From an optimization exercise on the open Yosys and OpenROAD flow, aimed at small area, a short achievable clock period and few clock cycles; shortcuts taken in it are not production practice.
Only simulation tests tie the RTL to the original design; equivalence was not proved.
Power and IR drop assume default switching activity.

build 31:
==> flow/design.v (excerpt) <==
module nlp16af(
    input   logic           i_clk,
    input   logic           i_rst_n,
    output  logic           o_wr,
    output  logic           o_rd,
    input   logic   [15:0]  i_bus,
    output  logic   [15:0]  o_bus,
    output  logic   [15:0]  o_address
);
    logic           rst;
    assign rst = ~i_rst_n;
    logic   [3:0]   state, nstate;
    logic           xq, nxq;             
    logic           nxt, nnxt;           
    logic           ejd;                 
    logic           cmx, ncmx;           
    logic   [3:0]   nfa, nfb;            
    logic   [14:0]  sel_a, sel_b;        
    logic   [14:0]  nsel_a, nsel_b;
    logic           rd_q, nrd;           
    logic           wr_q, nwr;           
    logic           wrc_q, nwrc;         
    logic   [2:0]   asel, nasel;         
    logic           s_f1, s_f2, s_f3, s_r0, s_xs, s_mls, s_mpp, s_cm, s_wr0;
    assign s_f1  = state == ST_F1;
    assign s_f2  = state == ST_F2;
    assign s_f3  = state == ST_F3;
    assign s_r0  = state == ST_R0;
    assign s_xs  = state == ST_XS;
    assign s_mls = state == ST_MLS;
    assign s_mpp = state == ST_MPP;
    assign s_cm  = state == ST_CM;
    assign s_wr0 = state == ST_WR0;
    logic   [15:0]  ir1;                 
    logic   [7:0]   ir2f;                
    logic   [7:0]   ir2;                 
    logic   [15:0]  ir3, iv, r_a, r_b, r_c, r_d, r_e, r_f, adr, ip, sp;
    logic           fc, fs, fz;          
    logic   [15:0]  mdr;                 
    logic   [3:0]   e_ra1;               
    logic           e_ld;                
    function automatic logic cond_ok(input logic [3:0] cf, input logic c, input logic s, input logic z);
        logic t;
        begin
            case (cf[3:1])
                3'd4:    t = c;
                3'd6:    t = z;
                3'd7:    t = s;
                default: t = 1'b0;
            endcase
            cond_ok = t ^ cf[0];
        end
    endfunction
    logic   [3:0]   opc, ra1;
    logic           is_ld, is_st, is_ldst, is_call, is_pop, is_push, is_alu, ra1_mem, ra1_ip, cnd;
    logic   [5:0]   aluop;
    assign opc     = ir1[15:12];
    assign ra1     = ir1[3:0];
    assign is_ld   = opc == 4'h8;
    assign is_st   = opc == 4'h9;
    assign is_ldst = is_ld | is_st;
    assign is_call = opc == 4'hB;
    assign is_pop  = opc == 4'hC;
  ...
Settings: LEC_CHECK=0, CAP_MARGIN=60, CORE_MARGIN=2, CORE_UTILIZATION=40, CTS_CLUSTER_DIAMETER=150, CTS_CLUSTER_SIZE=25, SLEW_MARGIN=60, SYNTH_HIERARCHICAL=1; clock period 12.0 ns.
standard.sh (not shown) runs the stock make flow with config.mk's settings and CLKGATE_MAP_FILE= SYNTH_SCRIPT=/design/flow/synth_recipe.tcl, a recipe that flattens the netlist after the stock synthesis.
==> flow/flow/run.sh <==
#!/bin/bash
# Layout flow: the standard flow, with a faster buffer on each port.
set -o pipefail
export BUFFER_PORTS_ARGS="-buffer_cell sky130_fd_sc_hd__buf_4"
bash standard.sh > standard.log 2>&1
Build 31 finished end to end and its layout was clean on timing, DRC and antenna.
Testbench counts of build 31, summed over its fixed seeds: cycles 83,608.
--- input diff build 31..build 78 ---
Settings: a deleted CTS_CLUSTER_DIAMETER that had been 150; a deleted CTS_CLUSTER_SIZE that had been 25.
==> comparison <==
Build 78 vs build 31 — power per unit of standard cell area climbed by a few percent. Total power: build 78 above build 31. Routed length on met2: build 78 > build 31. Build 78 vs. build 31: worst hold slack went down by 0.014 ns. The clock period minus final worst setup slack number comes out higher for build 78 vs build 31.
diff inputs: build 78 => build 36
Settings: CAP_MARGIN: 60 -> 40; CTS_CLUSTER_SIZE: unset -> 25; CTS_CLUSTER_DIAMETER: unset -> 150; SLEW_MARGIN: 60 -> 40.
==> flow/flow/run.sh <==
#!/bin/bash
# Layout flow: the standard flow, with a faster buffer on each port and timing repair
# aiming at a 4.5 ns period.
set -o pipefail
export BUFFER_PORTS_ARGS="-buffer_cell sky130_fd_sc_hd__buf_4"
export SETUP_SLACK_MARGIN=7.5
bash standard.sh > standard.log 2>&1
==> results.txt <==
Build 36 reached the final stage; the timing, DRC and antenna checks on its layout passed.
Multi-input logic portion of the cell area: higher on build 36
Relative to build 78, final period utilization has decreased by 3.6 points in build 36.
Max core utilization across build 78 and build 36: build 78
Against build 78, the final cell area of build 36 is lower.
Per the comparison of build 36 with build 78, critical path data arrival time has decreased, layout cell share with drive strength beyond 1 now sits lower, overall via count from detail_route closely matched the old numbers, global-route usage over all layers level.

[port drivers added, routing unchanged]
No port has a modelled driver above. Below, the same layouts with a new extraction and two added sets of constraints.
Step 1, drivers: a clkbuf_16 drives i_clk and a buf_2 each remaining input, both assumed.
Step 2 adds t to the input delays and takes it off the output delays; t is the mean of the earliest and latest rising clock arrival at the registers after step 1. Input paths then give back, and output paths get back, about the clock's delay inside the block.
Three values: ideal, step 1, step 2; two values: the first two.
run | t (ns) | setup slack, ns | worst slew at a driven data input, ns
build 31 | 0.552 | 7.142 / 7.089 / 7.232 | 0.03
build 78 | 0.615 | 7.074 / 7.023 / 7.311 | 0.03
build 36 | 0.562 | 7.503 / 7.451 / 7.141 | 0.04
After both steps every run listed still meets setup and hold. The setup slack of build 36, which loses most, moves by -0.052 ns with the drivers and by -0.362 ns with both steps.
